Source: an optimization exercise on an open RTL-to-GDS flow (aim: small area and a short achievable clock period). Production flows keep margins and buffers that such runs may drop. Only simulation tests tie the RTL to the original design; equivalence was not proved. No activity file was given, so power comes from the tool's default toggle rates.

<file path="config.mk">
export PLATFORM = sky130hd
export DESIGN_NAME = int_controller
export DESIGN_NICKNAME = int_controller
export VERILOG_FILES = /design/flow/design.v
export SDC_FILE = /design/flow/constraint.sdc
export NUM_CORES = 8
export LEC_CHECK = 0
export CAP_MARGIN = 35
export CORE_MARGIN = 2
export CORE_UTILIZATION = 40
export CTS_CLUSTER_DIAMETER = 60
export CTS_CLUSTER_SIZE = 25
export SLEW_MARGIN = 35
</file>
<file path="constraint.sdc">
create_clock -name core_clock -period 9.0 [get_ports {clock}]
set_input_delay 1.8000 -clock core_clock [delete_from_list [all_inputs] [get_ports {clock}]]
set_output_delay 1.8000 -clock core_clock [all_outputs]
set_load 0.01 [all_outputs]
</file>
<file path="design.v">
module Pixel_Counter(Px1, clock, reset, ResetPx, IncPx);
input clock,reset,ResetPx,IncPx;
output reg[4:0] Px1;
always @(posedge clock)
begin
	if(reset) Px1 <= 5'd1;
	else if(ResetPx) Px1 <= 5'd1;
	else if(IncPx) Px1 <= (Px1 == 5'd16) ? 5'd1 : Px1 + 5'd1;
end
endmodule
module Line_Counter(Ln1, clock, reset, ResetLine, IncLine);
input clock,reset,ResetLine,IncLine;
output reg[4:0] Ln1;
always @(posedge clock)
begin
	if(reset) Ln1 <= 5'd1;
	else if(ResetLine) Ln1 <= 5'd1;
	else if(IncLine) Ln1 <= (Ln1 == 5'd16) ? 5'd1 : Ln1 + 5'd1;
end
endmodule
module Addr0_Counter(lo_n, mid_n, hi_n, clock, reset, ResetAddr0, IncAddr0);
input clock,reset,ResetAddr0,IncAddr0;
output reg [3:0] lo_n, mid_n;
output reg [7:0] hi_n;
reg [3:0] lo, mid;
reg [7:0] hi;
always @(*)
begin
	lo_n = lo;
	mid_n = mid;
	hi_n = hi;
	if(ResetAddr0)
	begin
		lo_n = 4'b0001;
		mid_n = 4'b0001;
		hi_n = 8'b00000001;
	end
	else if(IncAddr0)
	begin
		lo_n = {lo[2:0], lo[3]};
		if(lo[3]) mid_n = {mid[2:0], mid[3]};
		if(lo[3] && mid[3]) hi_n = {hi[6:0], hi[7]};
	end
end
always @(posedge clock)
begin
	if(reset)
	begin
		lo <= 4'b0001;
		mid <= 4'b0001;
		hi <= 8'b00000001;
	end
	else
	begin
		lo <= lo_n;
		mid <= mid_n;
		hi <= hi_n;
	end
end
endmodule
module Addr1_Counter(lo_n, mid_n, hi_n, clock, reset, ResetAddr1, IncAddr1);
input clock,reset,ResetAddr1,IncAddr1;
output reg [3:0] lo_n, mid_n;
output reg [7:0] hi_n;
reg [3:0] lo, mid;
reg [7:0] hi;
always @(*)
begin
	lo_n = lo;
	mid_n = mid;
	hi_n = hi;
	if(ResetAddr1)
	begin
		lo_n = 4'b0001;
		mid_n = 4'b0001;
		hi_n = 8'b00000001;
	end
	else if(IncAddr1)
	begin
		lo_n = {lo[2:0], lo[3]};
		if(lo[3]) mid_n = {mid[2:0], mid[3]};
		if(lo[3] && mid[3]) hi_n = {hi[6:0], hi[7]};
	end
end
always @(posedge clock)
begin
	if(reset)
	begin
		lo <= 4'b0001;
		mid <= 4'b0001;
		hi <= 8'b00000001;
	end
	else
	begin
		lo <= lo_n;
		mid <= mid_n;
		hi <= hi_n;
	end
end
endmodule
module buf0(out_data, row0_99, WData, WE0, lo, mid, hi, clock, reset);
output reg row0_99;
input [23:0] WData;
input WE0, clock, reset;
input [3:0] lo, mid;
input [7:0] hi;
reg [2399:0] buff0;
reg [6:0] i;
output reg [95:0] out_data;
reg [95:0] rd;
integer k;
always @(*)
begin
	rd = 96'b0;
	for (k = 0; k < 100; k = k + 1)
		rd[(k/32)*24 +: 24] = rd[(k/32)*24 +: 24] | (buff0[k*24 +: 24] & {24{lo[k%4] & mid[(k/4)%4] & hi[k/16]}});
end
wire hit = WE0 & lo[i[1:0]] & mid[i[3:2]] & hi[i[6:4]];
integer g;
always@(posedge clock)
	for (g = 0; g < 4; g = g + 1)
		out_data[g*24 +: 24] <= (hit && i[6:5] == g) ? WData : rd[g*24 +: 24];
genvar r;
generate
	for (r = 0; r < 100; r = r + 1) begin : row
		always@(posedge clock)
			if (WE0 && i == r) buff0[r*24 +: 24] <= WData;
	end
endgenerate
always@(posedge clock)
begin
	if(reset)
	begin
		i <= 7'b0;
		row0_99 <= 1'b0;
	end
	else
	begin
		row0_99 <= (WE0 | row0_99) & (i == 7'd99);
		if(WE0)
		begin
			if (i == 7'd99) i <= 7'b0;
			else i <= i + 7'b1;
		end
	end
end
endmodule
module buf1(out_data, row1_99, WData, WE1, lo, mid, hi, clock, reset);
output reg row1_99;
input [23:0] WData;
input WE1, clock, reset;
input [3:0] lo, mid;
input [7:0] hi;
reg [2399:0] buff1;
reg [6:0] i;
output reg [95:0] out_data;
reg [95:0] rd;
integer k;
always @(*)
begin
	rd = 96'b0;
	for (k = 0; k < 100; k = k + 1)
		rd[(k/32)*24 +: 24] = rd[(k/32)*24 +: 24] | (buff1[k*24 +: 24] & {24{lo[k%4] & mid[(k/4)%4] & hi[k/16]}});
end
wire hit = WE1 & lo[i[1:0]] & mid[i[3:2]] & hi[i[6:4]];
integer g;
always@(posedge clock)
	for (g = 0; g < 4; g = g + 1)
		out_data[g*24 +: 24] <= (hit && i[6:5] == g) ? WData : rd[g*24 +: 24];
genvar r;
generate
	for (r = 0; r < 100; r = r + 1) begin : row
		always@(posedge clock)
			if (WE1 && i == r) buff1[r*24 +: 24] <= WData;
	end
endgenerate
always@(posedge clock)
begin
	if(reset)
	begin
		i <= 7'b0;
		row1_99 <= 1'b0;
	end
	else
	begin
		row1_99 <= (WE1 | row1_99) & (i == 7'd99);
		if(WE1)
		begin
			if (i == 7'd99) i <= 7'b0;
			else i <= i + 7'b1;
		end
	end
end
endmodule
module mux_buf0(B0, SelR0, SelG0, SelB0, red_pix0, green_pix0, blue_pix0);
output reg [7:0] B0;
input SelR0, SelG0, SelB0;
input [7:0] red_pix0, green_pix0, blue_pix0;
always@(*)
begin
	if(SelR0) B0 = red_pix0;
	else if(SelG0) B0 = green_pix0;
	else if(SelB0) B0 = blue_pix0;
	else B0 = 8'b0;
end
endmodule
module mux_buf1(B1, SelR1, SelG1, SelB1, red_pix1, green_pix1, blue_pix1);
output reg [7:0] B1;
input SelR1, SelG1, SelB1;
input [7:0] red_pix1, green_pix1, blue_pix1;
always@(*)
begin
	if(SelR1) B1 = red_pix1;
	else if(SelG1) B1 = green_pix1;
	else if(SelB1) B1 = blue_pix1;
	else B1 = 8'b0;
end
endmodule
module frame_mux(FrameIn,Q0,Q1,SelR0,SelG0,SelB0,SelR1,SelG1,SelB1,SelBuf0,SelBlank,SelBuf1,
		rgb,Px1,AIPOut,RE0,RE1,CSDisplay,reset,clock);
output reg[7:0] FrameIn;
input [95:0] Q0,Q1;
wire [23:0] P0 = Q0[23:0] | Q0[47:24] | Q0[71:48] | Q0[95:72];
wire [23:0] P1 = Q1[23:0] | Q1[47:24] | Q1[71:48] | Q1[95:72];
input SelR0,SelG0,SelB0,SelR1,SelG1,SelB1,SelBuf0,SelBlank,SelBuf1;
input [1:0] rgb;
input [4:0] Px1;
input [3:0] AIPOut;
input RE0,RE1,CSDisplay,reset,clock;
wire le = (AIPOut == 4'd0) | (Px1 <= {1'b0, AIPOut});
wire [7:0] H0, H1;
mux_buf0 mb0 (H0, SelR0, SelG0, SelB0, P0[23:16], P0[15:8], P0[7:0]);
mux_buf1 mb1 (H1, SelR1, SelG1, SelB1, P1[23:16], P1[15:8], P1[7:0]);
wire [7:0] C0, C1;
mux_buf0 mc0 (C0, rgb == 2'd0, rgb == 2'd1, rgb == 2'd2, P0[23:16], P0[15:8], P0[7:0]);
mux_buf1 mc1 (C1, rgb == 2'd0, rgb == 2'd1, rgb == 2'd2, P1[23:16], P1[15:8], P1[7:0]);
always@(posedge clock)
begin
	if(reset) FrameIn <= 8'b0;
	else if(RE0)
	begin
		if(CSDisplay) FrameIn <= le ? C0 : H0;
		else FrameIn <= (SelBuf0 & ~SelBlank) ? H0 : 8'b0;
	end
	else if(RE1)
	begin
		if(CSDisplay) FrameIn <= le ? C1 : H1;
		else FrameIn <= SelBuf1 ? H1 : 8'b0;
	end
	else if(CSDisplay) FrameIn <= 8'b0;
end
endmodule
module controller_buff0(RE0, WE0, RE1, WE1, SelR0, SelG0, SelB0, SelR1, SelG1, SelB1, SelBuf0, SelBlank, SelBuf1, IncPx, ResetPx, IncLine, ResetLine, SyncVB, Buf0Empty, Buf1Empty, IncAddr0, ResetAddr0, IncAddr1, ResetAddr1, row0_99, row1_99, ph,
			Px1, Ln1, VBOut, AIPOut, AILOut, CSDisplay, clock, reset);
output reg RE0, WE0, RE1, WE1, SelR0, SelG0, SelB0, SelR1, SelG1, SelB1, SelBuf0, SelBlank, SelBuf1, IncPx, ResetPx, IncLine, ResetLine, SyncVB, Buf0Empty, Buf1Empty, IncAddr0, ResetAddr0, IncAddr1, ResetAddr1;
input [3:0] VBOut, AILOut, AIPOut;
input [4:0] Px1, Ln1;
wire px_lt = (AIPOut == 4'd0) | (Px1 < {1'b0, AIPOut});
wire px_eq = (Px1 == {1'b0, AIPOut});
wire al_lt = (AILOut == 4'd0) | (Ln1 < {1'b0, AILOut});
wire al_eq = (Ln1 == {1'b0, AILOut});
wire vb_lt = (VBOut == 4'd0) | (Ln1 < {1'b0, VBOut});
wire vb_eq = (Ln1 == {1'b0, VBOut});
input row0_99, row1_99;
input clock, reset, CSDisplay;
reg[8:0] counter;
parameter zero = 9'b0;
reg buf_select;
output reg [1:0] ph;
wire [8:0] cnt = counter + 9'b01;
wire [1:0] rgb_count = ph;
wire cnt_is0 = (counter == 9'd511);
wire cnt_is1 = (counter == 9'd0);
wire cnt_is511 = (counter == 9'd510);
wire [1:0] ph_inc = cnt_is511 ? 2'd0 : (ph == 2'd2) ? 2'd0 : ph + 2'd1;
reg [8:0] counter_n;
reg [1:0] ph_n;
reg SelR0_n, SelG0_n, SelB0_n, SelR1_n, SelG1_n, SelB1_n, SelBuf0_n, SelBlank_n, SelBuf1_n;
reg buf_select_n, RE0_n, WE0_n, RE1_n, WE1_n, IncPx_n, ResetPx_n, IncLine_n, ResetLine_n, SyncVB_n, Buf0Empty_n, Buf1Empty_n, IncAddr0_n, ResetAddr0_n, IncAddr1_n, ResetAddr1_n;
always @(*)
begin
	counter_n = counter;
	ph_n = ph;
	buf_select_n = buf_select;
	RE0_n = RE0;
	WE0_n = WE0;
	RE1_n = RE1;
	WE1_n = WE1;
	SelR0_n = SelR0;
	SelG0_n = SelG0;
	SelB0_n = SelB0;
	SelR1_n = SelR1;
	SelG1_n = SelG1;
	SelB1_n = SelB1;
	SelBuf0_n = SelBuf0;
	SelBlank_n = SelBlank;
	SelBuf1_n = SelBuf1;
	IncPx_n = IncPx;
	ResetPx_n = ResetPx;
	IncLine_n = IncLine;
	ResetLine_n = ResetLine;
	SyncVB_n = SyncVB;
	Buf0Empty_n = Buf0Empty;
	Buf1Empty_n = Buf1Empty;
	IncAddr0_n = IncAddr0;
	ResetAddr0_n = ResetAddr0;
	IncAddr1_n = IncAddr1;
	ResetAddr1_n = ResetAddr1;
	if(reset)
	begin
		counter_n = 9'b111111111;
		ph_n = 2'd0;
		buf_select_n = 1'b0;
		{RE0_n, WE0_n, RE1_n, WE1_n, SelR0_n, SelG0_n, SelB0_n, SelR1_n, SelG1_n, SelB1_n} = 10'b0;
		{SelBuf0_n, SelBlank_n, SelBuf1_n, IncPx_n, ResetPx_n, IncLine_n, ResetLine_n} = 7'b0;
		{SyncVB_n, Buf0Empty_n, Buf1Empty_n, IncAddr0_n, ResetAddr0_n, IncAddr1_n, ResetAddr1_n} = 7'b0;
	end
	else
	begin
	if(CSDisplay)
	begin
	   counter_n = cnt;
	   ph_n = ph_inc;
	  if(cnt_is0 && (buf_select%2 == 0))                     
	  begin
		 SelBlank_n = 1'b1;
  		 Buf1Empty_n = 1'b1;
		 Buf0Empty_n = 1'b0;
  		 SyncVB_n = 1'b1;
		 RE0_n = 1'b0;
		 RE1_n = 1'b0;
		 SelB1_n = 1'b0;
		 WE0_n = 1'b1;
	  end
	  else if(cnt_is0 && (buf_select%2 == 1) )              
	  begin
		 SelBlank_n = 1'b1;
  		 Buf0Empty_n = 1'b1;
		 Buf1Empty_n = 1'b0;
  		 SyncVB_n = 1'b1;
		 RE0_n = 1'b0;
		 RE1_n = 1'b0;
		 SelB0_n = 1'b0; 
	  end
	  else if(cnt_is1)						
	  begin
	  	SyncVB_n = 1'b0;
  	  end
	if(RE0)
	begin
		SelBlank_n = 0;
		SelBuf0_n = 1;
		if(px_lt)
	  	begin
			if(rgb_count == 0)			
			begin
				SelR0_n = 1;
				SelB0_n = 0;
				SelG0_n = 0;
				SelBuf0_n = 1;
				RE0_n = 1;
				IncPx_n =0;
				IncAddr0_n = 0;
			end
			else if(rgb_count == 1)			
			begin
				SelG0_n = 1;
				SelB0_n = 0;
				SelR0_n = 0;
				SelBuf0_n = 1;
				RE0_n = 1;
				IncAddr0_n = 1;
				IncPx_n =0;
			end
			else if(rgb_count == 2)			
			begin
				SelB0_n = 1;
				SelR0_n = 0;
				SelG0_n = 0;
				SelBuf0_n = 1;
				RE0_n = 1;
				IncPx_n =1;
				IncAddr0_n = 0;
			end
	 	end
		else if(px_eq)			
		begin
			if(rgb_count == 0)			
			begin
				SelR0_n = 1;
				SelB0_n = 0;
				SelG0_n = 0;
				SelBuf0_n = 1;
				RE0_n = 1;
				IncPx_n = 0;
				ResetPx_n = 0;
				IncLine_n = 0;
				ResetLine_n = 0;
				IncAddr0_n = 0;
			end
			else if(rgb_count == 1)			
			begin
				SelG0_n = 1;
				SelB0_n = 0;
				SelR0_n = 0;
				SelBuf0_n = 1;
				IncPx_n = 0;
				ResetPx_n = 0;
				IncLine_n = 0;
				ResetLine_n = 0;
				RE0_n = 1;
				IncAddr0_n = 1;
				if(al_eq)	
				begin
					ResetAddr0_n =1;
				end
			end
			else if(rgb_count == 2)			
			begin
				ResetPx_n = 1;
				IncPx_n = 0;
				SelB0_n = 1;
				SelR0_n = 0;
				SelG0_n = 0;
				SelBuf0_n = 1;
				IncAddr0_n = 0;
				if(al_lt)	
				begin
					IncLine_n = 1;
					SelBlank_n = 0;
					ResetLine_n = 0;
				end
				else if(al_eq)				
				begin
					ResetLine_n = 1;
					ResetAddr0_n = 0;
					ph_n = 2'd0;
					counter_n = 9'b111111111;			 
					buf_select_n = buf_select + 1;                     
					RE0_n = 1'b0;
				end
			end
		end    
	end  
	else if(RE1)
	begin
		SelBlank_n = 0;
		SelBuf1_n = 1;
		if(px_lt)
	  	begin
	  		if(rgb_count == 0)			
			begin
				SelR1_n = 1;
				SelB1_n = 0;
				SelG1_n = 0;
				SelBuf1_n = 1;
				RE1_n = 1;
				IncPx_n =0;
				IncAddr1_n = 0;
			end
			else if(rgb_count == 1)			
			begin
				SelG1_n = 1;
				SelB1_n = 0;
				SelR1_n = 0;
				SelBuf1_n = 1;
				RE1_n = 1;
				IncAddr1_n = 1;
				IncPx_n =0;
			end
			else if(rgb_count == 2)			
			begin
				SelB1_n = 1;
				SelR1_n = 0;
				SelG1_n = 0;
				SelBuf1_n = 1;
				RE1_n = 1;
				IncPx_n =1;
				IncAddr1_n = 0;
			end
	 	end
		else if(px_eq)			
		begin
			if(rgb_count == 0)			
			begin
				SelR1_n = 1;
				SelB1_n = 0;
				SelG1_n = 0;
				SelBuf1_n = 1;
				RE1_n = 1;
				IncPx_n = 0;
				ResetPx_n = 0;
				IncLine_n = 0;
				ResetLine_n = 0;
				IncAddr1_n = 0;
			end
			else if(rgb_count == 1)			
			begin
				SelG1_n = 1;
				SelB1_n = 0;
				SelR1_n = 0;
				SelBuf1_n = 1;
				IncPx_n = 0;
				ResetPx_n = 0;
				IncLine_n = 0;
				ResetLine_n = 0;
				RE1_n = 1;
				IncAddr1_n = 1;
				if(al_eq)	
				begin
					ResetAddr1_n =1;
				end
			end
			else if(rgb_count == 2)			
			begin
				ResetPx_n = 1;
				IncPx_n = 0;
				SelB1_n = 1;
				SelR1_n = 0;
				SelG1_n = 0;
				SelBuf1_n = 1;
				IncAddr1_n = 0;
				if(al_lt)	
				begin
					IncLine_n = 1;
					SelBlank_n = 0;
					ResetLine_n = 0;
				end
				else if(al_eq)				
				begin
					ResetLine_n = 1;
					ResetAddr1_n = 0; 
					ph_n = 2'd0;
					counter_n = 9'b111111111;			 
					buf_select_n = buf_select + 1;                      
					RE1_n = 1'b0;
				end
			end
		end   
	end 
	else 
	begin
	SelBuf1_n = 0;
	SelBuf0_n = 0;
	if(rgb_count == 2)
		begin
			if(px_lt)       				
			begin
				IncPx_n =1;
				SelBlank_n = 1;
			end
			else if(px_eq)			    
			begin
				if(vb_lt)			 
				begin
					ResetPx_n = 1;
					IncPx_n = 0;
					IncLine_n = 1;
					SelBlank_n =1;
				end
				else if(vb_eq)				 
				begin
					ResetPx_n =1 ;
					ResetLine_n = 1;
					IncLine_n = 0;
					IncPx_n = 0;
					if(buf_select%2 == 0) RE0_n = 1;			 
					else if(buf_select%2 == 1) RE1_n = 1;		 
				end
			end
		end
	else
	begin
		IncPx_n = 0;
		ResetPx_n = 0;
		ResetLine_n = 0;
		IncLine_n = 0;
	end
	end  
	end 
	if(CSDisplay)
	begin
		if(row0_99) 
		begin	
			WE0_n = 1'b0;
			WE1_n = 1'b1;
		end
		if(row1_99)
		begin
 			WE1_n = 1'b0;
		end
	end
	end 
end 
always @(posedge clock)
begin
	counter <= counter_n;
	ph <= ph_n;
	buf_select <= buf_select_n;
	RE0 <= RE0_n;
	WE0 <= WE0_n;
	RE1 <= RE1_n;
	WE1 <= WE1_n;
	SelR0 <= SelR0_n;
	SelG0 <= SelG0_n;
	SelB0 <= SelB0_n;
	SelR1 <= SelR1_n;
	SelG1 <= SelG1_n;
	SelB1 <= SelB1_n;
	SelBuf0 <= SelBuf0_n;
	SelBlank <= SelBlank_n;
	SelBuf1 <= SelBuf1_n;
	IncPx <= IncPx_n;
	ResetPx <= ResetPx_n;
	IncLine <= IncLine_n;
	ResetLine <= ResetLine_n;
	SyncVB <= SyncVB_n;
	Buf0Empty <= Buf0Empty_n;
	Buf1Empty <= Buf1Empty_n;
	IncAddr0 <= IncAddr0_n;
	ResetAddr0 <= ResetAddr0_n;
	IncAddr1 <= IncAddr1_n;
	ResetAddr1 <= ResetAddr1_n;
end
endmodule
module int_controller(FrameIn, SyncVB, SelBlank, WE0, WE1, Buf0Empty, Buf1Empty,
		WData, CSDisplay, VBOut, AILOut, AIPOut, clock, reset);
input clock, reset,CSDisplay;
input[3:0] VBOut,AILOut,AIPOut;
input [23:0] WData;
output [7:0] FrameIn;
output SyncVB, SelBlank, WE0, WE1, Buf0Empty, Buf1Empty;
wire clock,CSDisplay,reset;
wire [3:0] VBOut, AIPOut, AILOut ;
wire [4:0] Px1, Ln1;
wire IncPx, ResetPx, IncLine, ResetLine,ResetAddr0,IncAddr0,ResetAddr1, IncAddr1,RE0, WE0, SelR0, SelG0, SelB0, RE1, WE1, SelR1, SelG1, SelB1, SelBuf0,SelBlank,SelBuf1;
wire [1:0] ph;
wire [3:0] lo0, mid0, lo1, mid1;
wire [7:0] hi0, hi1;
wire row0_99, row1_99;
wire [95:0] rd0, rd1;
wire[7:0] FrameIn;
Pixel_Counter pc (Px1,clock, reset, ResetPx, IncPx);
Line_Counter  lc (Ln1, clock, reset, ResetLine, IncLine);
Addr0_Counter ac0(lo0, mid0, hi0, clock, reset, ResetAddr0, IncAddr0);
buf0 b0 (rd0, row0_99, WData, WE0, lo0, mid0, hi0, clock, reset);
Addr1_Counter ac1(lo1, mid1, hi1, clock, reset, ResetAddr1, IncAddr1);
buf1 b1 (rd1, row1_99, WData, WE1, lo1, mid1, hi1, clock, reset);
frame_mux fm (FrameIn,rd0,rd1,SelR0,SelG0,SelB0,SelR1,SelG1,SelB1,SelBuf0,SelBlank,SelBuf1,
		ph,Px1,AIPOut,RE0,RE1,CSDisplay,reset,clock);
 controller_buff0 cb(RE0, WE0, RE1, WE1, SelR0, SelG0, SelB0, SelR1, SelG1, SelB1, SelBuf0, SelBlank, SelBuf1, IncPx, ResetPx, IncLine, ResetLine, SyncVB, Buf0Empty, Buf1Empty, IncAddr0, ResetAddr0, IncAddr1, ResetAddr1, row0_99, row1_99, ph,
			Px1, Ln1, VBOut, AIPOut, AILOut, CSDisplay, clock, reset);
endmodule
</file>
<file path="flow/run.sh">
#!/bin/bash
set -euo pipefail
bash standard.sh SETUP_SLACK_MARGIN=5.8 finish > layout.log 2>&1
</file>
<file path="standard.sh">
#!/bin/bash
# synth_recipe.tcl (not shown) runs the flow's synth.tcl, then flattens the netlist and writes it again
# the make line also repeats each setting of config.mk as NAME=value (left out here)
make -C /OpenROAD-flow-scripts/flow DESIGN_CONFIG=/design/flow/config.mk WORK_HOME=/design/flow/orfs CLKGATE_MAP_FILE= SYNTH_SCRIPT=/design/flow/synth_recipe.tcl "${@:-finish}"
</file>
==> impl_metrics.toml, run 1 <==
[run_status]
status = "no timing/DRC/antenna violations"

[layout]
drive_above_1_share = 0.168
final_common_cell = "edfxtp_1"
final_util = 0.462
final_nets = 11296
fillers = 38775
layout_common_cells = "edfxtp_1 (4800), a22oi_1 (2214), nand2_1 (694)"
area_growth_pct = 14.9

[sta]
timing.final.max_slew_violations = 0
whs_ns = 0.494
setup_viol = 0
relSlewSlack = 0.283
worst_pin_slew_ns = 1.07
period_share = 0.381
fmax_ghz = 0.292
hold_violations = 0
tns_ns = 0
rsz0062_at_grt = "yes"
finalCriticalPeriod_ns = 3.43
setup_ws_ns = 5.57
finClkSkew_ns = 0.0995

[synthesis]
synth_top_area_frac = 0.780
ys_warn_count = 10
syn-num-nets = 10849
yosys-top-cells-area = "edfxtp_1 (78%), a22oi_1 (9.0%), dfxtp_1 (3.2%)"
yosys.cell_types.count = 82
synthCells = 10778
synthArstFlopShare = 0
syn_area_per_cell_um2 = 17.1
ys_seq_area_frac = 0.812
synth_ff_type = "edfxtp_1"
ys_ff_latch = 5094
syn_area_mm2 = 0.185
netlist.top_cell.by_area = "edfxtp_1"
synth_edf_count = 4800

[placed_design]
post-dp-hpwl_um = 342000
dp_slack_ns = 3.76
io_buffers = 52
gp_congestion = 0.890

[floorplan]
ios = 53
initial_core_util = 0.402
die_x_um = 684
coreArea_mm2 = 0.460
rows = 249
fp.dieArea_mm2 = 0.467
die_h_um = 684

[setup_path]
cp.arrival_ns = 4.01
critPathRequiredTime_ns = 9.58
end_kind = "flop"
critPathLaunchType = "flop"
crit_start = "b1.i[6]$_SDFFE_PP0P_"
criticalPathCategory = "flop to flop"
timing.rr.start = "b1.i[6]$_SDFFE_PP0P_"
path_max_fanout = 24

[detailed_routing]
vias = 115718
via_per_inst = 6.53
wl_per_cell_um = 37.6
drc = 0
wirelength_um = 666000
antenna_left = 0
drt-initial-drc-count = 19984
firstDrtPassIters = 7

[global_route]
grt_pass1_wl_um = 900000
antenna_found_initial = 47
grt_max_degree = 131
grt_pass1_vias = 108818
grt_overflow = 0
grtUsageTotal = 0.275

[min_path]
min_from = "cb.SelBuf1$_SDFFE_PP0P_"
hp-class = "flop to flop"

[clocking]
path_clk_slew_ns = 0.08
clock_sinks = 5094
clk_path_buf_depth = 4
cts_tree = "done"
numCtsBuffers = 369
htree_levels = 5
clock_latency_ns = 1.03
cts_root_buffer = "clkbuf_16"

[job]
cap_violations = 0

[power_and_ir_drop]
ir_drop_mv = 0.177
p_leak_nw = 66.6
total_power_mw = 44.8
powerDensity_mw_per_mm2 = 211
==> path summary, 6_finish.rpt <==
kind,end,slack [ns],cells after the start
hold / removal,cb.SelBuf1$_SDFFE_PP0P_,0.49,2
setup / recovery,b1.buff1[1612]$_DFFE_PP_,5.57,4
setup reg to reg,b1.buff1[1612]$_DFFE_PP_,5.57,4
hold reg to reg,cb.SelBuf1$_SDFFE_PP0P_,0.49,2
==> per-stage QoR <==
step | instances | instance area [µm²]
after floorplan | 10778 | 185000
after global routing | 17690 | 212000
after CTS | 17650 | 211000
after global placement | 16899 | 197000
after detailed placement | 16905 | 197000
final | 17724 | 212000
==> critical path, stage by stage (launching register included) <==
cell	delay [ns]
dfxtp_1	0.46
nor2b_2	0.90
nand2b_2	0.74
nor2_4	0.22
buf_4	0.67
==> Yosys cell counts (all sizes together) (23+ instances only) <==
cell type  instances
edfxtp          4800
a22oi           2214
nand2            696
nor2             661
clkbuf           470
dfxtp            294
nand4            216
a31oi            171
nor3             166
buf              108
nor4              94
nand3             93
a21oi             89
a222oi            85
a221oi            56
inv               46
mux2              44
o21ai             40
or4               34
ha                32
and4              30
mux2i             28
a22o              27
nor2b             23
==> registers in the layout (all words and copies together), names as in the netlist, 8 cells and up <==
register     flops
b0.out_data     96
b1.buff1      2400
fm.FrameIn       8
b0.buff0      2400
b1.out_data     96
ac1.hi           8
ac0.hi           8
cb.counter       9
==> metal layers <==
layer | vias up | GRT usage | wire length [µm]
met5 | - | 0 | 445
met4 | 32 | 0.127 | 37600
met3 | 1753 | 0.0724 | 93900
met2 | 9329 | 0.425 | 299000
met1 | 59475 | 0.365 | 236000
li1 | 45129 | - | -
==> layout make-up <==
class                           count  area [µm²]  share of cell area
Timing Repair Buffer              641        5700              0.0268
Sequential cell                  5094      150000               0.707
Clock buffer                      395        9400              0.0443
Inverter                           46         199            0.000937
Antenna cell                       37        92.6            0.000436
Tap cell                         6149        7690              0.0362
Timing Repair inverter              1        7.51           0.0000354
Multi-Input combinational cell   5072       35500               0.167
Clock inverter                    289        3680              0.0173
==> power by group <==
| part | leakage, nW | switching (mW) | internal (mW) |
|---|---|---|---|
| Combinational | 14.7 | 0.633 | 0.148 |
| Sequential | 45.5 | 0.0853 | 25.9 |
| Clock | 6.34 | 9.42 | 8.58 |
==> cell families after synthesis <==
family	share of synthesized area
AOI/OAI and AO/OA	0.114
xor gates and xnor gates	0.00109
adders and majority gates	0.00217
buffers and inverters	0.0133
DFF	0.812
muxes	0.00507
and+or+nand+nor	0.0522
==> timing repair <==
action | in CTS | in global routing
hold buffers | 0 | 0
endpoints found under the hold margin | 0 | 0
cloned | 11 | 4
pin swaps | 24 | 26
endpoints found under the setup margin | 430 | 251
setup buffers | 50 | 29
resized for setup | 278 | 83
==> inputs of run 2 (changes only) <==
--- a/design.v
+++ b/design.v
@@ -105,7 +105,9 @@
 input [3:0] lo, mid;
 input [7:0] hi;
 reg [2399:0] buff0;
-reg [6:0] i;
+reg [3:0] wlo, wmid;
+reg [6:0] whi;
+wire at99 = wlo[3] & wmid[0] & whi[6];
 output reg [95:0] out_data;
 reg [95:0] rd;
 integer k;
@@ -115,32 +117,44 @@
 	for (k = 0; k < 100; k = k + 1)
 		rd[(k/32)*24 +: 24] = rd[(k/32)*24 +: 24] | (buff0[k*24 +: 24] & {24{lo[k%4] & mid[(k/4)%4] & hi[k/16]}});
 end
-wire hit = WE0 & lo[i[1:0]] & mid[i[3:2]] & hi[i[6:4]];
+wire hit = WE0 & |(lo & wlo) & |(mid & wmid) & |(hi[6:0] & whi);
 integer g;
 always@(posedge clock)
 	for (g = 0; g < 4; g = g + 1)
-		out_data[g*24 +: 24] <= (hit && i[6:5] == g) ? WData : rd[g*24 +: 24];
+		out_data[g*24 +: 24] <= (hit && (g == 3 ? whi[6] : (whi[2*g] | whi[2*g+1]))) ? WData : rd[g*24 +: 24];
 genvar r;
 generate
 	for (r = 0; r < 100; r = r + 1) begin : row
 		always@(posedge clock)
-			if (WE0 && i == r) buff0[r*24 +: 24] <= WData;
+			if (WE0 && wlo[r%4] && wmid[(r/4)%4] && whi[r/16]) buff0[r*24 +: 24] <= WData;
 	end
 endgenerate
 always@(posedge clock)
 begin
 	if(reset)
 	begin
-		i <= 7'b0;
+		wlo <= 4'b0001;
+		wmid <= 4'b0001;
+		whi <= 7'b0000001;
 		row0_99 <= 1'b0;
 	end
 	else
 	begin
-		row0_99 <= (WE0 | row0_99) & (i == 7'd99);
+		row0_99 <= (WE0 | row0_99) & at99;
 		if(WE0)
 		begin
-			if (i == 7'd99) i <= 7'b0;
-			else i <= i + 7'b1;
+			if (at99)
+			begin
+				wlo <= 4'b0001;
+				wmid <= 4'b0001;
+				whi <= 7'b0000001;
+			end
+			else
+			begin
+				wlo <= {wlo[2:0], wlo[3]};
+				if(wlo[3]) wmid <= {wmid[2:0], wmid[3]};
+				if(wlo[3] && wmid[3]) whi <= {whi[5:0], whi[6]};
+			end
 		end
 	end
 end
@@ -152,7 +166,9 @@
 input [3:0] lo, mid;
 input [7:0] hi;
 reg [2399:0] buff1;
-reg [6:0] i;
+reg [3:0] wlo, wmid;
+reg [6:0] whi;
+wire at99 = wlo[3] & wmid[0] & whi[6];
 output reg [95:0] out_data;
 reg [95:0] rd;
 integer k;
@@ -162,32 +178,44 @@
 	for (k = 0; k < 100; k = k + 1)
 		rd[(k/32)*24 +: 24] = rd[(k/32)*24 +: 24] | (buff1[k*24 +: 24] & {24{lo[k%4] & mid[(k/4)%4] & hi[k/16]}});
 end
-wire hit = WE1 & lo[i[1:0]] & mid[i[3:2]] & hi[i[6:4]];
+wire hit = WE1 & |(lo & wlo) & |(mid & wmid) & |(hi[6:0] & whi);
 integer g;
 always@(posedge clock)
 	for (g = 0; g < 4; g = g + 1)
-		out_data[g*24 +: 24] <= (hit && i[6:5] == g) ? WData : rd[g*24 +: 24];
+		out_data[g*24 +: 24] <= (hit && (g == 3 ? whi[6] : (whi[2*g] | whi[2*g+1]))) ? WData : rd[g*24 +: 24];
 genvar r;
 generate
 	for (r = 0; r < 100; r = r + 1) begin : row
 		always@(posedge clock)
-			if (WE1 && i == r) buff1[r*24 +: 24] <= WData;
+			if (WE1 && wlo[r%4] && wmid[(r/4)%4] && whi[r/16]) buff1[r*24 +: 24] <= WData;
 	end
 endgenerate
 always@(posedge clock)
 begin
 	if(reset)
 	begin
-		i <= 7'b0;
+		wlo <= 4'b0001;
+		wmid <= 4'b0001;
+		whi <= 7'b0000001;
 		row1_99 <= 1'b0;
 	end
 	else
 	begin
-		row1_99 <= (WE1 | row1_99) & (i == 7'd99);
+		row1_99 <= (WE1 | row1_99) & at99;
 		if(WE1)
 		begin
-			if (i == 7'd99) i <= 7'b0;
-			else i <= i + 7'b1;
+			if (at99)
+			begin
+				wlo <= 4'b0001;
+				wmid <= 4'b0001;
+				whi <= 7'b0000001;
+			end
+			else
+			begin
+				wlo <= {wlo[2:0], wlo[3]};
+				if(wlo[3]) wmid <= {wmid[2:0], wmid[3]};
+				if(wlo[3] && wmid[3]) whi <= {whi[5:0], whi[6]};
+			end
 		end
 	end
 end
==> flow/run.sh (replaced) <==
#!/bin/bash
set -euo pipefail
bash standard.sh SETUP_SLACK_MARGIN=6.0 finish > layout.log 2>&1
==> run 2 against run 1 <==
Sequential power hardly changed. Critical path type unchanged. Sequential cell count is 16 higher. Still clean. Synthesized cell count is 2.4% higher. Final cell count is 5.4% higher. Via count is 9.9% higher.
==> impl_metrics.toml, run 2 <==
[run_status]
status = "no timing/DRC/antenna violations"

[setup_path]
criticalPathCategory = "flop to flop"
path_max_fanout = 28
r2r_end = "b0.out_data[57]$_DFF_P_"
critPathRequiredTime_ns = 9.84
rr_worst_depth = 12
timing.rr.start = "cb.IncAddr0$_SDFFE_PP0P_"
rrSetupSlack_ns = 5.37
critPathLaunchType = "flop"
cp.arrival_ns = 4.48
end_kind = "flop"

[sta]
rsz0062_at_grt = "yes"
finClkSkew_ns = 0.0941
fmax_ghz = 0.275
timing.final.max_slew_violations = 0
whs_ns = 0.447
relSlewSlack = 0.211
hold_violations = 0
tns_ns = 0
setup_viol = 0
period_share = 0.404
worst_pin_slew_ns = 1.18
finalCriticalPeriod_ns = 3.63

[global_route]
grt_overflow = 0
grtUsageTotal = 0.306
grt_pass1_wl_um = 1000000
antenna_found_initial = 57
grt_max_degree = 148
grt_pass1_vias = 117360

[synthesis]
synth_ff_type = "edfxtp_1"
synthArstFlopShare = 0
syn_area_mm2 = 0.188
yosys.cell_types.count = 97
ys_warn_count = 10
synthCells = 11032
ys_ff_latch = 5110
ys_seq_area_frac = 0.800
syn_area_per_cell_um2 = 17.0
synth_common_cells = "edfxtp_1 (4800), a22oi_1 (1259), nor2_1 (605)"
syn-num-nets = 11095
yosys-top-cells-area = "edfxtp_1 (77%), a22oi_1 (5.0%), dfxtp_1 (3.3%)"
synth_top_area_frac = 0.767
synth.most_common_cell = "edfxtp_1"
netlist.top_cell.by_area = "edfxtp_1"
synth_edf_count = 4800

[detailed_routing]
drc = 0
antenna_left = 0
drt-initial-drc-count = 25686
via_per_inst = 6.80
firstDrtPassIters = 10
wirelength_um = 756000
wl_per_cell_um = 40.5
vias = 127124

[floorplan]
rows = 251
initial_core_util = 0.402
die_x_um = 690
coreArea_mm2 = 0.468
die_h_um = 690
ios = 53
fp.dieArea_mm2 = 0.476

[min_path]
min_from = "b1.row1_99$_SDFF_PP0_"
hp-class = "flop to flop"
min_to = "cb.WE1$_SDFFE_PP0P_"
min_path_cells = 1

[power_and_ir_drop]
ir_drop_mv = 0.164
powerDensity_mw_per_mm2 = 193
total_power_mw = 44.1
p_leak_nw = 72.0

[layout]
final_nets = 12245
reg_top3 = "b0.buff0: 2400 flops, b1.buff1: 2400 flops"
drive_above_1_share = 0.243
layout_common_cells = "edfxtp_1 (4800), a22oi_1 (1203), buf_4 (872)"
final_common_cell = "edfxtp_1"
area_growth_pct = 21.5
final_util = 0.488
fillers = 37820
final_area_mm2 = 0.228

[job]
cap_violations = 0

[clocking]
cts_root_buffer = "clkbuf_16"
cts_tree = "done"
clk_path_buf_depth = 4
path_clk_slew_ns = 0.10
htree_levels = 5
numCtsBuffers = 334
clock_latency_ns = 1.06
clock_sinks = 5110

[placed_design]
gp_congestion = 0.945
placed_area_mm2 = 0.199
io_buffers = 52
post-dp-hpwl_um = 413000
-- run 2: what timing repair did --
action                                  in CTS  in global routing
cloned                                      93                 23
hold buffers                                 0                  0
endpoints found under the setup margin     250                226
gates resized for setup                   1434                477
pin swaps                                  397                203
buffers inserted                           490                179
-- run 2: final cells by class --
class | instances | area (µm²) | share of cell area
Multi-Input combinational cell | 5242 | 41500 | 0.182
Clock inverter | 243 | 3200 | 0.0140
Tap cell | 6198 | 7750 | 0.0340
Inverter | 28 | 135 | 0.000592
Antenna cell | 24 | 60.1 | 0.000263
Sequential cell | 5110 | 150000 | 0.659
Timing Repair Buffer | 1466 | 16600 | 0.0726
Clock buffer | 372 | 8710 | 0.0381
-- run 2: worst max-delay path by stage --
stage	from	endpoint	slack, ns	depth (start not counted)
final	cb.IncAddr0$_SDFFE_PP0P_	b0.out_data[57]$_DFF_P_	5.37	12
after global routing	cb.IncAddr0$_SDFFE_PP0P_	b0.out_data[31]$_DFF_P_	5.47	11
after CTS	fm.FrameIn[0]$_SDFFE_PP0P_	FrameIn[0]	5.57	1
after detailed placement	AIPOut[1]	fm.FrameIn[3]$_SDFFE_PP0P_	3.50	11
after global placement	ac0.lo[3]$_SDFF_PP0_	b0.out_data[15]$_DFF_P_	2.98	10
after floorplan	AIPOut[1]	cb.ResetAddr1$_SDFFE_PP0P_	5.50	11
-- run 2: power breakdown --
part	switching [mW]	internal (mW)
sequential	0.0820	26.0
clock	9.24	7.86
combinational	0.767	0.209
-- run 2: worst max-delay path, cell delays in order (launching register included) --
cell	delay [ns]
dfxtp_4	0.42
buf_12	0.15
buf_16	0.12
buf_6	0.11
nand3_4	0.12
mux2i_4	0.28
buf_12	0.27
nor2_1	0.21
buf_4	0.29
a22oi_2	0.35
nand4_1	0.26
nor3_4	0.56
a31oi_4	0.23
-- run 2: logic make-up after synthesis --
group,share of synthesized area
adder cells (fa/ha/maj),0.00160
AO/OA/AOI/OAI,0.130
AND/OR/NAND/NOR,0.0502
flip-flops,0.800
XOR/XNOR,0.000745
multiplexers,0.00281
buffers and inverters,0.0153
-- run 2: metal layers --
layer | global-route usage | routed length, µm | part of all wire | vias to the layer above
met2 | 0.450 | 322000 | 0.43 | 12194
met5 | 0.00344 | 568 | 0.00075 | -
met1 | 0.394 | 254000 | 0.34 | 63973
met3 | 0.108 | 124000 | 0.16 | 2602
li1 | - | - | - | 48307
met4 | 0.172 | 55500 | 0.073 | 48
-- run 2: through the flow --
step,std cells,setup slack (ns)
after global routing,18662,5.47
after global placement,17243,2.98
after detailed placement,17250,3.50
final,18683,5.37
after floorplan,11032,5.50
after CTS,18448,5.57
==> inputs of run 3 (changes only) <==
==> flow/run.sh (replaced) <==
#!/bin/bash
set -euo pipefail
R=orfs/results/sky130hd/int_controller/base
bash standard.sh SETUP_SLACK_MARGIN=6.0 place > layout_place.log 2>&1
cp $R/3_place.odb $R/3_place_unmoved.odb
IN_ODB=$R/3_place_unmoved.odb OUT_ODB=$R/3_place.odb openroad -exit flow/move_out_flops.tcl > move.log 2>&1
bash standard.sh SETUP_SLACK_MARGIN=6.0 finish > layout_finish.log 2>&1
==> flow/move_out_flops.tcl (new file) <==
# Move each flip-flop that drives only an output port's buffer next to
# that buffer, then legalize. Reads and writes the odb named by env.
read_db $::env(IN_ODB)
set block [ord::get_db_block]
set moved 0
foreach bt [$block getBTerms] {
  if {[$bt getIoType] ne "OUTPUT"} continue
  set net [$bt getNet]
  set buf ""
  foreach it [$net getITerms] { if {[$it isOutputSignal]} { set buf [$it getInst] } }
  if {$buf eq ""} continue
  set in ""
  foreach it [$buf getITerms] { if {[$it isInputSignal]} { set in [$it getNet] } }
  if {$in eq ""} continue
  set drv ""; set nload 0
  foreach it [$in getITerms] { if {[$it isOutputSignal]} { set drv [$it getInst] } else { incr nload } }
  if {$drv eq "" || $nload > 2} continue
  if {![string match "*df*" [[$drv getMaster] getName]]} continue
  set loc [$buf getLocation]
  $drv setLocation [lindex $loc 0] [lindex $loc 1]
  incr moved
  puts "moved [$drv getName] to buffer [$buf getName] of [$bt getName]"
}
puts "MOVED $moved"
detailed_placement
check_placement
write_db $::env(OUT_ODB)
==> run 3 against run 2 <==
Critical endpoint unchanged. Global-route usage rose by 0.27 points. Maximum frequency increased by 3.6%. Routed wire length increased by 1.4%. Final cell count is 1.1% higher. Utilization up 0.62 points. First-iteration DRC count rose by 1.2%. Cell area increased by 1.3%. Still clean. Sequential power is essentially flat. Clock-buffer cell count up 18.
==> impl_metrics.toml, run 3 <==
[layout]
area_growth_pct = 23.0
fillers = 37518
multi_input_area_mm2 = 0.0419
drive_above_1_share = 0.258
regArea_mm2 = 0.150
final_nets = 12400
final_cells = 18893
reg_top3 = "b0.buff0: 2400 flops, b1.buff1: 2400 flops"
layout_common_cells = "edfxtp_1 (4800), a22oi_1 (1176), buf_4 (959)"
final_area_mm2 = 0.231
final_common_cell = "edfxtp_1"
final_util = 0.495

[setup_path]
critPathRequiredTime_ns = 9.84
timing.rr.start = "cb.IncAddr0$_SDFFE_PP0P_"
r2r_end = "b0.out_data[57]$_DFF_P_"
critPathTopFamily = "simple AND/OR/NAND/NOR gates"
critPathMostFrequentCell = "buf_12"
path_buf_inv = 5
slowest_stage = "nor3_4"
rr_worst_depth = 13
critPathLaunchType = "flop"
end_kind = "flop"
rrSetupSlack_ns = 5.49
criticalPathCategory = "flop to flop"
path_cells = "buf_12, buf_12, mux2_4, buf_12, o211ai_4, buf_12, nor2_2, buf_6, a22o_1, a221oi_2, nand4_1, nor3_4, a31oi_4"
max_stage_delay_ns = 0.65
cp.arrival_ns = 4.35
path_max_fanout = 8

[clocking]
cts_tree = "done"
clk_path_buf_depth = 4
numCtsBuffers = 361
htree_levels = 5
cts_root_buffer = "clkbuf_16"
path_clk_slew_ns = 0.08
ctsHoldBuffers = 0
clock_sinks = 5110
clock_latency_ns = 1.07

[sta]
tns_ns = 0
relSlewSlack = 0.156
finalCriticalPeriod_ns = 3.51
rsz0062_at_grt = "yes"
setup_viol = 0
hold_violations = 0
setup_ws_ns = 5.49
fmax_ghz = 0.285
worst_pin_slew_ns = 1.27
whs_ns = 0.447
timing.final.max_slew_violations = 0
finClkSkew_ns = 0.0764
period_share = 0.390

[synthesis]
synth_edf_count = 4800
yosys-top-cells-area = "edfxtp_1 (77%), a22oi_1 (5.0%), dfxtp_1 (3.3%)"
syn-num-nets = 11095
synth_mux_area_frac = 0.00281
synth_compound_area_frac = 0.130
synth_ff_type = "edfxtp_1"
yosys.cell_types.count = 97
synth-xor-area-share = 0.000745
synth_top_family_by_area = "compound AO/OA/AOI/OAI gates"
syn_area_per_cell_um2 = 17.0
synthCells = 11032
ys_seq_area_frac = 0.800
synthArstFlopShare = 0
synth.most_common_cell = "edfxtp_1"
yosys.area_share.simple = 0.0502
synthAdderAreaFrac = 0.00160
synth_common_cells = "edfxtp_1 (4800), a22oi_1 (1259), nor2_1 (605)"
netlist.top_cell.by_area = "edfxtp_1"
synth_top_area_frac = 0.767
ys_warn_count = 10
ys_ff_latch = 5110
syn_area_mm2 = 0.188

[detailed_routing]
wl_per_cell_um = 40.6
firstDrtPassIters = 8
drc = 0
antenna_left = 0
via_per_inst = 6.82
drt-initial-drc-count = 25982
vias = 128792
wirelength_um = 766000

[placed_design]
gp_congestion = 0.945
post-dp-hpwl_um = 413000
placed_area_mm2 = 0.199
dp_cells = 17250
io_buffers = 52
dp_slack_ns = 3.50

[min_path]
hp-class = "flop to flop"
min_to = "cb.WE1$_SDFFE_PP0P_"
min_path_cells = 1
min_from = "b1.row1_99$_SDFF_PP0_"

[global_route]
grt_pass1_wl_um = 1010000
grt_overflow = 0
grtUsageTotal = 0.308
antenna_found_initial = 67
grt_pass1_vias = 117826
grt_max_degree = 148

[floorplan]
die_h_um = 690
ios = 53
coreArea_mm2 = 0.468
fp.dieArea_mm2 = 0.476
rows = 251
initial_core_util = 0.402
die_x_um = 690

[power_and_ir_drop]
total_power_mw = 45.1
ir_drop_mv = 0.188
p_leak_nw = 73.5
powerDensity_mw_per_mm2 = 195

[job]
cap_violations = 0

[run_status]
status = "no timing/DRC/antenna violations"
## run 3: changes by cell type in the layout (fill, tap and decap cells not counted), moves of 13 or more
cell and delta:
buf_4 +87, nor2_1 +36, clkbuf_16 +35, buf_6 +28, diode_2 +28, a22oi_1 -27, a22oi_2 +27, inv_6 +27
nor2_4 -27, buf_12 +14, a221oi_1 -13
## run 3: logic make-up (layout without fill, tap and decap cells)
kind of cell	Yosys count	after routing
adder cells (fa/ha/maj)	24	24
buffers and inverters	692	2293
XOR/XNOR	16	16
AO/OA/AOI/OAI	3174	3176
flip-flops	5110	5110
multiplexers	47	48
other	0	52
AND/OR/NAND/NOR	1969	1976
## run 3: repair_timing
item,CTS,global route
resized for setup,1567,467
setup buffers,546,246
endpoints found under the setup margin,246,265
pin swaps,435,318
cloned,90,28
## run 3: cell type report
type	instances	area share
Clock buffer	390	0.0404
Antenna cell	52	0.000563
Tap cell	6198	0.0335
Sequential cell	5110	0.650
Timing Repair Buffer	1596	0.0778
Multi-Input combinational cell	5240	0.181
Inverter	28	0.000600
Clock inverter	279	0.0156
## run 3: worst max path at each step
| stage | endpoint | slack [ns] | cells after the start | startpoint |
|---|---|---|---|---|
| 6_report | b0.out_data[57]$_DFF_P_ | 5.49 | 13 | cb.IncAddr0$_SDFFE_PP0P_ |
| 4_1_cts | SelBlank | 5.65 | 1 | cb.SelBlank$_SDFFE_PP0P_ |
| 5_1_grt | b0.out_data[57]$_DFF_P_ | 5.54 | 13 | cb.IncAddr0$_SDFFE_PP0P_ |
| 2_1_floorplan | cb.ResetAddr1$_SDFFE_PP0P_ | 5.50 | 11 | AIPOut[1] |
| 3_3_place_gp | b0.out_data[15]$_DFF_P_ | 2.98 | 10 | ac0.lo[3]$_SDFF_PP0_ |
| 3_5_place_dp | fm.FrameIn[3]$_SDFFE_PP0P_ | 3.50 | 11 | AIPOut[1] |
## run 3: per-layer routing
metal / global-route usage / part of all wire / up-vias
li1: - / - / 48712
met1: 0.396 / 0.33 / 64814
met2: 0.450 / 0.42 / 12550
met3: 0.114 / 0.17 / 2668
met4: 0.176 / 0.074 / 48
met5: 0.00374 / 0.00066 / -
## run 3: report_power, final
part	switching [mW]	internal (mW)
sequential	0.0650	26.0
combinational	0.800	0.215
clock	9.40	8.65
==> inputs of run 4 (changes only) <==
--- a/design.v
+++ b/design.v
@@ -105,9 +105,7 @@
 input [3:0] lo, mid;
 input [7:0] hi;
 reg [2399:0] buff0;
-reg [3:0] wlo, wmid;
-reg [6:0] whi;
-wire at99 = wlo[3] & wmid[0] & whi[6];
+reg [6:0] i;
 output reg [95:0] out_data;
 reg [95:0] rd;
 integer k;
@@ -117,44 +115,32 @@
 	for (k = 0; k < 100; k = k + 1)
 		rd[(k/32)*24 +: 24] = rd[(k/32)*24 +: 24] | (buff0[k*24 +: 24] & {24{lo[k%4] & mid[(k/4)%4] & hi[k/16]}});
 end
-wire hit = WE0 & |(lo & wlo) & |(mid & wmid) & |(hi[6:0] & whi);
+wire hit = WE0 & lo[i[1:0]] & mid[i[3:2]] & hi[i[6:4]];
 integer g;
 always@(posedge clock)
 	for (g = 0; g < 4; g = g + 1)
-		out_data[g*24 +: 24] <= (hit && (g == 3 ? whi[6] : (whi[2*g] | whi[2*g+1]))) ? WData : rd[g*24 +: 24];
+		out_data[g*24 +: 24] <= (hit && i[6:5] == g) ? WData : rd[g*24 +: 24];
 genvar r;
 generate
 	for (r = 0; r < 100; r = r + 1) begin : row
 		always@(posedge clock)
-			if (WE0 && wlo[r%4] && wmid[(r/4)%4] && whi[r/16]) buff0[r*24 +: 24] <= WData;
+			if (WE0 && i == r) buff0[r*24 +: 24] <= WData;
 	end
 endgenerate
 always@(posedge clock)
 begin
 	if(reset)
 	begin
-		wlo <= 4'b0001;
-		wmid <= 4'b0001;
-		whi <= 7'b0000001;
+		i <= 7'b0;
 		row0_99 <= 1'b0;
 	end
 	else
 	begin
-		row0_99 <= (WE0 | row0_99) & at99;
+		row0_99 <= (WE0 | row0_99) & (i == 7'd99);
 		if(WE0)
 		begin
-			if (at99)
-			begin
-				wlo <= 4'b0001;
-				wmid <= 4'b0001;
-				whi <= 7'b0000001;
-			end
-			else
-			begin
-				wlo <= {wlo[2:0], wlo[3]};
-				if(wlo[3]) wmid <= {wmid[2:0], wmid[3]};
-				if(wlo[3] && wmid[3]) whi <= {whi[5:0], whi[6]};
-			end
+			if (i == 7'd99) i <= 7'b0;
+			else i <= i + 7'b1;
 		end
 	end
 end
@@ -166,9 +152,7 @@
 input [3:0] lo, mid;
 input [7:0] hi;
 reg [2399:0] buff1;
-reg [3:0] wlo, wmid;
-reg [6:0] whi;
-wire at99 = wlo[3] & wmid[0] & whi[6];
+reg [6:0] i;
 output reg [95:0] out_data;
 reg [95:0] rd;
 integer k;
@@ -178,44 +162,32 @@
 	for (k = 0; k < 100; k = k + 1)
 		rd[(k/32)*24 +: 24] = rd[(k/32)*24 +: 24] | (buff1[k*24 +: 24] & {24{lo[k%4] & mid[(k/4)%4] & hi[k/16]}});
 end
-wire hit = WE1 & |(lo & wlo) & |(mid & wmid) & |(hi[6:0] & whi);
+wire hit = WE1 & lo[i[1:0]] & mid[i[3:2]] & hi[i[6:4]];
 integer g;
 always@(posedge clock)
 	for (g = 0; g < 4; g = g + 1)
-		out_data[g*24 +: 24] <= (hit && (g == 3 ? whi[6] : (whi[2*g] | whi[2*g+1]))) ? WData : rd[g*24 +: 24];
+		out_data[g*24 +: 24] <= (hit && i[6:5] == g) ? WData : rd[g*24 +: 24];
 genvar r;
 generate
 	for (r = 0; r < 100; r = r + 1) begin : row
 		always@(posedge clock)
-			if (WE1 && wlo[r%4] && wmid[(r/4)%4] && whi[r/16]) buff1[r*24 +: 24] <= WData;
+			if (WE1 && i == r) buff1[r*24 +: 24] <= WData;
 	end
 endgenerate
 always@(posedge clock)
 begin
 	if(reset)
 	begin
-		wlo <= 4'b0001;
-		wmid <= 4'b0001;
-		whi <= 7'b0000001;
+		i <= 7'b0;
 		row1_99 <= 1'b0;
 	end
 	else
 	begin
-		row1_99 <= (WE1 | row1_99) & at99;
+		row1_99 <= (WE1 | row1_99) & (i == 7'd99);
 		if(WE1)
 		begin
-			if (at99)
-			begin
-				wlo <= 4'b0001;
-				wmid <= 4'b0001;
-				whi <= 7'b0000001;
-			end
-			else
-			begin
-				wlo <= {wlo[2:0], wlo[3]};
-				if(wlo[3]) wmid <= {wmid[2:0], wmid[3]};
-				if(wlo[3] && wmid[3]) whi <= {whi[5:0], whi[6]};
-			end
+			if (i == 7'd99) i <= 7'b0;
+			else i <= i + 7'b1;
 		end
 	end
 end
==> run 4 against run 3 <==
Register-to-register slack gained 0.34 ns. Synthesized cell count decreased by 2.3%. Sequential power hardly changed. Setup slack improved by 0.063 ns. Routed wire length is 12% lower. Cell area down 6.8%. Combinational power fell by 17%. Utilization down 2.6 points. Largest cell class unchanged. Largest power group unchanged.
==> impl_metrics.toml, run 4 <==
[synthesis]
ys_ff_latch = 5094
ys_warn_count = 10
netlist.top_cell.by_area = "edfxtp_1"
synth.most_common_cell = "edfxtp_1"
syn_area_per_cell_um2 = 17.1
yosys.cell_types.count = 82
synth_top_family_by_area = "compound AO/OA/AOI/OAI gates"
synth_mux_area_frac = 0.00507
synthAdderAreaFrac = 0.00217
syn-num-nets = 10849
yosys.area_share.simple = 0.0522
ys_seq_area_frac = 0.812
synth_common_cells = "edfxtp_1 (4800), a22oi_1 (2214), nand2_1 (696)"
synth-xor-area-share = 0.00109
synth_top_area_frac = 0.780
synth_edf_count = 4800
synthArstFlopShare = 0
yosys-top-cells-area = "edfxtp_1 (78%), a22oi_1 (9.0%), dfxtp_1 (3.2%)"
synthCells = 10778
syn_area_mm2 = 0.185
synth_compound_area_frac = 0.114
synth_ff_type = "edfxtp_1"

[layout]
final_nets = 11435
drive_above_1_share = 0.188
fillers = 38500
area_growth_pct = 16.7
reg_top3 = "b0.buff0: 2400 flops, b1.buff1: 2400 flops"
final_common_cell = "edfxtp_1"
layout_common_cells = "edfxtp_1 (4800), a22oi_1 (2207), nand2_1 (693)"

[clocking]
path_clk_slew_ns = 0.09
clk_path_buf_depth = 4
cts_tree = "done"
htree_levels = 5
cts_root_buffer = "clkbuf_16"
ctsHoldBuffers = 0
clock_latency_ns = 1.05
clock_sinks = 5094
numCtsBuffers = 375

[placed_design]
post-dp-hpwl_um = 342000
gp_congestion = 0.890
io_buffers = 52

[detailed_routing]
wirelength_um = 678000
via_per_inst = 6.54
antenna_left = 0
vias = 117383
drc = 0
drt-initial-drc-count = 20092
wl_per_cell_um = 37.8
firstDrtPassIters = 9

[setup_path]
r2r_end = "b1.buff1[1623]$_DFFE_PP_"
slowest_stage = "dfxtp_4"
critPathRequiredTime_ns = 7.20
path_cells = "buf_6"
rr_worst_depth = 4
cp.arrival_ns = 1.65
crit_start = "cb.SelBlank$_SDFFE_PP0P_"
max_stage_delay_ns = 0.46
end_kind = "primary output"
path_max_fanout = 3
path_buf_inv = 1
rrSetupSlack_ns = 5.83
criticalPathCategory = "flop to primary output"
critPathTopFamily = "flip-flops"
critPathLaunchType = "flop"
timing.rr.start = "b1.i[1]$_SDFFE_PP0P_"

[floorplan]
fp.dieArea_mm2 = 0.467
rows = 249
die_x_um = 684
coreArea_mm2 = 0.460
die_h_um = 684
ios = 53
initial_core_util = 0.402

[power_and_ir_drop]
p_leak_nw = 67.9
powerDensity_mw_per_mm2 = 210
ir_drop_mv = 0.178
total_power_mw = 45.4

[min_path]
min_from = "cb.SelBuf0$_SDFFE_PP0P_"
hp-class = "flop to flop"
min_path_cells = 2
min_to = "cb.SelBuf0$_SDFFE_PP0P_"

[global_route]
grt_pass1_wl_um = 910000
antenna_found_initial = 61
grt_overflow = 0
grt_pass1_vias = 110089
grtUsageTotal = 0.278
grt_max_degree = 131

[sta]
relSlewSlack = 0.248
setup_viol = 0
fmax_ghz = 0.290
timing.final.max_slew_violations = 0
rsz0062_at_grt = "yes"
worst_pin_slew_ns = 1.13
finalCriticalPeriod_ns = 3.45
finClkSkew_ns = 0.116
hold_violations = 0
period_share = 0.383
tns_ns = 0

[run_status]
status = "no timing/DRC/antenna violations"

[job]
cap_violations = 0
-- run 4: worst max-delay path by stage --
stage                                       to  slack [ns]  cells past startpoint
detailed placement     cb.IncLine$_SDFFE_PP0P_        3.76                     10
floorplan           cb.counter[1]$_SDFFE_PP1P_        5.48                      9
global placement       cb.IncLine$_SDFFE_PP0P_        3.76                     10
CTS                                   SelBlank        5.50                      1
global route                          SelBlank        5.58                      1
finish                                SelBlank        5.55                      1
-- run 4: repair_timing --
| item | in CTS | in global routing |
|---|---|---|
| setup endpoints to repair | 1155 | 754 |
| cloned | 17 | 17 |
| resized for setup | 448 | 227 |
| buffers inserted | 120 | 76 |
| pin swaps | 74 | 56 |
-- run 4: kinds of logic after synthesis --
| kind of cell | after synthesis |
|---|---|
| muxes | 79 |
| buffers and inverters | 624 |
| DFF | 5094 |
| and+or+nand+nor | 2103 |
| xor gates and xnor gates | 23 |
| AOI/OAI and AO/OA | 2823 |
| adders and majority gates | 32 |
-- run 4: metrics by stage --
| step | instances | util | worst slack (ns) | area [µm²] | hold WS [ns] |
|---|---|---|---|---|---|
| detailed placement | 16905 | 0.428 | 3.76 | 197000 | 0.471 |
| finish | 17941 | 0.469 | 5.55 | 216000 | 0.486 |
| floorplan | 10778 | - | 5.48 | 185000 | 0.419 |
| global placement | 16899 | 0.428 | 3.76 | 197000 | 0.468 |
| CTS | 17747 | 0.464 | 5.50 | 213000 | 0.486 |
| global route | 17917 | 0.469 | 5.58 | 216000 | 0.522 |
-- run 4: power breakdown --
part	switching, mW	internal, mW	leakage, nW
logic	0.671	0.163	15.7
clock network	9.15	9.39	6.57
registers	0.0744	25.9	45.5
-- run 4: final cells by class --
cell class / count / area [µm²] / area share
Antenna cell: 100 / 250 / 0.00116
Clock buffer: 409 / 9680 / 0.0449
Clock inverter: 296 / 3900 / 0.0181
Inverter: 46 / 203 / 0.000940
Multi-Input combinational cell: 5077 / 36400 / 0.169
Sequential cell: 5094 / 150000 / 0.696
Tap cell: 6149 / 7690 / 0.0357
Timing Repair Buffer: 770 / 7450 / 0.0345
-- run 4: routing by layer --
layer  vias to the layer above  global-route usage  share of wire  routed length, µm
li1                      45486                   -              -                  -
met1                     60262               0.366           0.35             238000
met2                      9693               0.429           0.45             304000
met3                      1910              0.0729           0.14              95600
met4                        32               0.138          0.060              40500
met5                         -                   0        0.00031                207

[re-timing with driven ports]
The flow's constraints put no driver on any port. The routed layouts listed below were extracted and timed again, unchanged, in two steps.
Step 1 (the two cells are an assumption about what drives the block):
set clk [get_ports {clock}]
set_driving_cell -lib_cell sky130_fd_sc_hd__clkbuf_16 $clk
set_driving_cell -lib_cell sky130_fd_sc_hd__buf_2 [delete_from_list [all_inputs] $clk]
Step 2 adds t to the input delays and takes it off the output delays; t is the mean of the earliest and latest rising clock arrival at the registers after step 1. Input paths then give back, and output paths get back, about the clock's delay inside the block.
Three values: no drivers, after step 1, after step 2; two values: the first two.
run	shift t [ns]	setup WS [ns]	latest minus earliest clock arrival (ns)	slew at the worst register clock pin (ns)
run 1	1.109	5.574 / 5.487 / 4.751	0.107 / 0.106	0.10 / 0.10
run 2	1.136	5.365 / 5.365 / 4.908	0.100 / 0.100	0.10 / 0.10
run 3	1.160	5.491 / 5.491 / 4.568	0.083 / 0.084	0.10 / 0.10
run 4	1.133	5.554 / 5.416 / 4.654	0.124 / 0.124	0.09 / 0.09
After both steps setup and hold are still met in every run listed. For run 3, which loses most, drivers alone change the setup slack by 0.000 ns; drivers and shift together by -0.923 ns.
